Source: an optimization exercise on an open RTL-to-GDS flow (aim: small area and a short achievable clock period). Production flows keep margins and buffers that such runs may drop. Function was checked by simulation only, so behaviour that the tests miss may differ from the original.

## flow/config.mk

```make
export PLATFORM = sky130hd
export DESIGN_NAME = MultiTop
export DESIGN_NICKNAME = MultiTop
export VERILOG_FILES = /design/flow/design.v
export SDC_FILE = /design/flow/constraint.sdc
export NUM_CORES = 4
export LEC_CHECK = 0
export CAP_MARGIN = 20
export CORE_MARGIN = 2
export CORE_UTILIZATION = 40
export SLEW_MARGIN = 20
```

## flow/constraint.sdc

```tcl
create_clock -name core_clock -period 17.0 [get_ports {clk}]
set_input_delay 3.4000 -clock core_clock [delete_from_list [all_inputs] [get_ports {clk}]]
set_output_delay 3.4000 -clock core_clock [all_outputs]
set_load 0.01 [all_outputs]
```

## flow/design.v

```verilog
module MultiTop(
    input             clk,
    input      [31:0] a,
    input      [31:0] b,
    output reg [31:0] prod
);
    reg  [31:0] a_q;
    reg  [31:0] b_q;
    wire [31:0] p;
    Multi multi(
        .a(a_q),
        .b(b_q),
        .prod(p)
    );
    always @(posedge clk) begin
        a_q  <= a;
        b_q  <= b;
        prod <= p;
    end
endmodule

module FALayer(
    input  [31:0]               a,
    input  [31:0]               b,
    input  [31:0]              c,
    output  [31:0]              result,
    output  [31:0]              carry
);
    assign result = a ^ b ^ c;
    assign carry = (a & b) | (c & (a ^ b));
endmodule
module Multi(
    input  [31:0]               a,
    input  [31:0]               b,
    output  [31:0]          prod
);
    assign prod[0] = a[0] & b[0];
    wire [31:0] result [0:29];
    wire [31:0] carry [0:29];
    genvar i;
    generate
        for (i = 0; i < 30; i = i + 1) begin: FALayerLoop
            if (i == 0) begin
                FALayer fa0(
                        .a(b[0] ? {1'b0, a[31:1]} : 32'b0),
                        .b(b[1] ? a : 32'b0),
                        .c(b[2] ? {a[30:0], 1'b0} : 32'b0),
                        .result(result[0]),
                        .carry(carry[0])
                    );
            end else begin
                FALayer fa(
                        .a({b[i + 1] ? a[31] : 1'b0, result[i - 1][31:1]}),
                        .b(carry[i - 1]),
                        .c(b[i + 2] ? {a[30:0], 1'b0} : 32'b0),
                        .result(result[i]),
                        .carry(carry[i])
                    );
            end
            assign prod[i + 1] = result[i][0];
        end
    endgenerate
    assign prod[31] = result[29][1] ^ carry[29][0];
endmodule
```

## flow/run.sh

```bash
#!/bin/bash
# synth_recipe.tcl (not shown) runs the flow's synth.tcl, then flattens the netlist and writes it again
# the make line also repeats each setting of config.mk as NAME=value (left out here)
make -C /OpenROAD-flow-scripts/flow DESIGN_CONFIG=/design/flow/config.mk WORK_HOME=/design/flow/orfs CLKGATE_MAP_FILE= SYNTH_SCRIPT=/design/flow/synth_recipe.tcl finish
```

==> impl_metrics.ini <==
[timing]
tightest_slew_ns = 1.04
fin_worst_skew_ns = 0.0106
finalHoldViolations = 0
setup_viol = 0
post-route-period-util_pct = 95.7
fmax_mhz = 61.5
rsz0062_at_grt = false
report.final.slew_viol_count = 0
slew_headroom_pct = 30.2
fin_setup_tns_ns = 0
min_period_ns = 16.27
holdWs_ns = 0.741
fin_ws_ns = 0.732

[logic_synthesis]
synthCells = 1285
syn_nets = 1815
ys_seq_elements = 96
post-synth-top-area-cell = fa_1
synth-seq-area-share_pct = 12.9
synth_cell_type_count = 13
netlist_area_mm2 = 0.0149
syn_avg_cell_area_um2 = 11.6
synth_area_leaders = fa_1, and2_1, dfxtp_1, nand2_1, xnor2_1
synth_top_area_share_pct = 58.3
ys_warn_count = 2

[finish]
area_growth_pct = 10.7
final-seq-area_mm2 = 0.00192
num-nets-final = 1846
multi_input_area_mm2 = 0.0125
instances_no_fill = 1789
num-fill-cells = 3489
drive_above_1_share_pct = 1.74
fin_util_pct = 45.0
n_antenna_cell = 0
final_cell_area_mm2 = 0.0165

[floorplan]
ioPinCount = 97
rows = 70
core_area_mm2 = 0.0367
dieArea_mm2 = 0.0389
start_util_pct = 40.7
chipWidth_um = 197
die_y_um = 197

[setup_path]
r2r_cells = 40
rr_endpoint = prod[31]
reg2reg_setup_slack_ns = 0.73
crit_path_start = b_q[0]
cp_slowest_cell = fa_1
critPathArrivalTime_ns = 16.52
worstPathRequired_ns = 17.25
startpoint_type = flop
crit_cells = 40
cp_top_family = adder cells
crit_top_cell = fa_1
crit_type = flop to flop
cp_slowest_stage_delay_ns = 0.53
r2r-start = b_q[0]
endpoint = prod[31]
crit_path_end_kind = flop
cp_max_fo = 29
cp_num_buf_inv = 3

[route]
vias = 8619
drtAntennaViolNets = 0
routedWlPerCell_um = 14.9
wl_um = 26700
avgViaCountPerCell = 4.82
remaining_drc_errors = 0
drt_iter0_drc = 210
first_pass_iters = 4

[placement]
place.gp.congestion = 0.752
place_inst = 1773
portBuffers = 96
postPlaceCellArea_mm2 = 0.0162
dp_hpwl_um = 23700
place_ws_ns = 0.449

[global_routing]
antenna_found_initial = 0
grt-ovfl-total = 0
grt_first_pass_wirelength_um = 48300
first_global_vias = 10000
track_usage_pct = 15.5
grt_max_degree = 33

[clock_network]
cts_tree = built
clk_latency_ns = 0.38
clock-sinks = 96
cts_buffer_depth = 2
cts_root_buf = clkbuf_16
cts_buffers = 9
cts_hold_buf = 0
cts_resized = 0
clk_pin_slew_ns = 0.07
cts_max_level = 3
post_cts_buffers = 0

[job]
cap_viol_max_count = 0

[min_path]
hold_class = flop to flop

[status]
outcome = complete, no violations
## area by class of cell
class,count,share of cell area (%)
well taps,468,3.54
inverters,55,1.25
clock buffers,11,1.53
clock inverters,5,0.379
multi-input cells,1053,75.6
repair buffers,101,6.04
flip-flops and latches,96,11.6
## worst min path at each step
stage | end | start | slack [ns] | cells past startpoint
after CTS | prod[0] | a_q[0] | 0.76 | 2
final | prod[0] | a_q[0] | 0.74 | 2
after global routing | prod[0] | a_q[0] | 0.78 | 2
after global placement | prod[0] | a_q[0] | 0.73 | 2
after detailed placement | prod[0] | a_q[0] | 0.75 | 2
after floorplan | prod[1] | a_q[0] | 0.62 | 2
## layer usage
layer	track usage (%)	routed length [um]	share of wire, %
met5	0	0	0
met1	20.5	11900	45
met4	2.76	200	0.75
met3	2.75	806	3.0
met2	27.2	13800	52
## registers in the layout, summed over array words and instances, names as in the netlist
| signal | count |
|---|---|
| a_q | 32 |
| prod | 32 |
| b_q | 32 |
## worst register-to-register path: cells and delay by family, from the launching register on
family / cells / cell delay [ns]
xor gates and xnor gates: 6 / 1.21
adders and majority gates: 30 / 13.93
buffers and inverters: 3 / 0.42
DFF: 1 / 0.41
and+or+nand+nor: 1 / 0.21
## cell families (layout without fill, tap and decap cells)
kind of cell / count (synthesis) / after routing / share of synthesized area [%]
AND/OR/NAND/NOR: 528 / 528 / 19.2
XOR/XNOR: 60 / 60 / 3.66
flip-flops: 96 / 96 / 12.9
adder cells (fa/ha/maj): 465 / 465 / 60.8
buffers and inverters: 136 / 172 / 3.43
## layout by cell type (no fill, tap or decap)
cell type | synthesis | routed
nand2_1 | 174 | 174
bufinv_16 | 0 | 1
fa_1 | 435 | 435
xor2_1 | 11 | 11
clkdlybuf4s50_1 | 0 | 96
inv_1 | 55 | 55
inv_6 | 0 | 1
dfxtp_1 | 96 | 95
clkinv_4 | 0 | 1
ha_1 | 30 | 30
xnor2_2 | 1 | 1
and2_1 | 354 | 354
xnor3_1 | 1 | 1
clkbuf_8 | 0 | 2
xnor2_1 | 47 | 47
buf_4 | 0 | 5
dfxtp_2 | 0 | 1
clkinvlp_4 | 0 | 2
clkbuf_16 | 0 | 9
## Yosys cell counts
cell and n:
fa_1 435, and2_1 354, nand2_1 174, dfxtp_1 96, clkbuf_1 78, inv_1 55
xnor2_1 47, ha_1 30, xor2_1 11, buf_1 2, buf_2 1, xnor2_2 1
xnor3_1 1

==> separate check: timing with driven ports <==
The results above use ideal ports. As a check the final layout listed here was re-extracted and re-timed, cells and wires unchanged. Step 1, drivers: a clkbuf_16 drives clk and a buf_2 each remaining input, both assumed. Step 2 also shifts input and output timing later by t, the mid clock arrival at the registers, as if the neighbouring blocks saw the same clock. a / b / c = ideal ports / drivers / drivers and shift; a / b = the first two.
t (ns): 0.421
setup slack, ns: 0.732 / 0.732 / 0.732
worst setup path after step 2: register to register
latest minus earliest clock arrival (ns): 0.010 / 0.010
slew at the worst register clock pin (ns): 0.07 / 0.07
After both steps setup and hold are still met in this run. For this run, drivers alone change the setup slack by 0.000 ns; drivers and shift together by 0.000 ns.
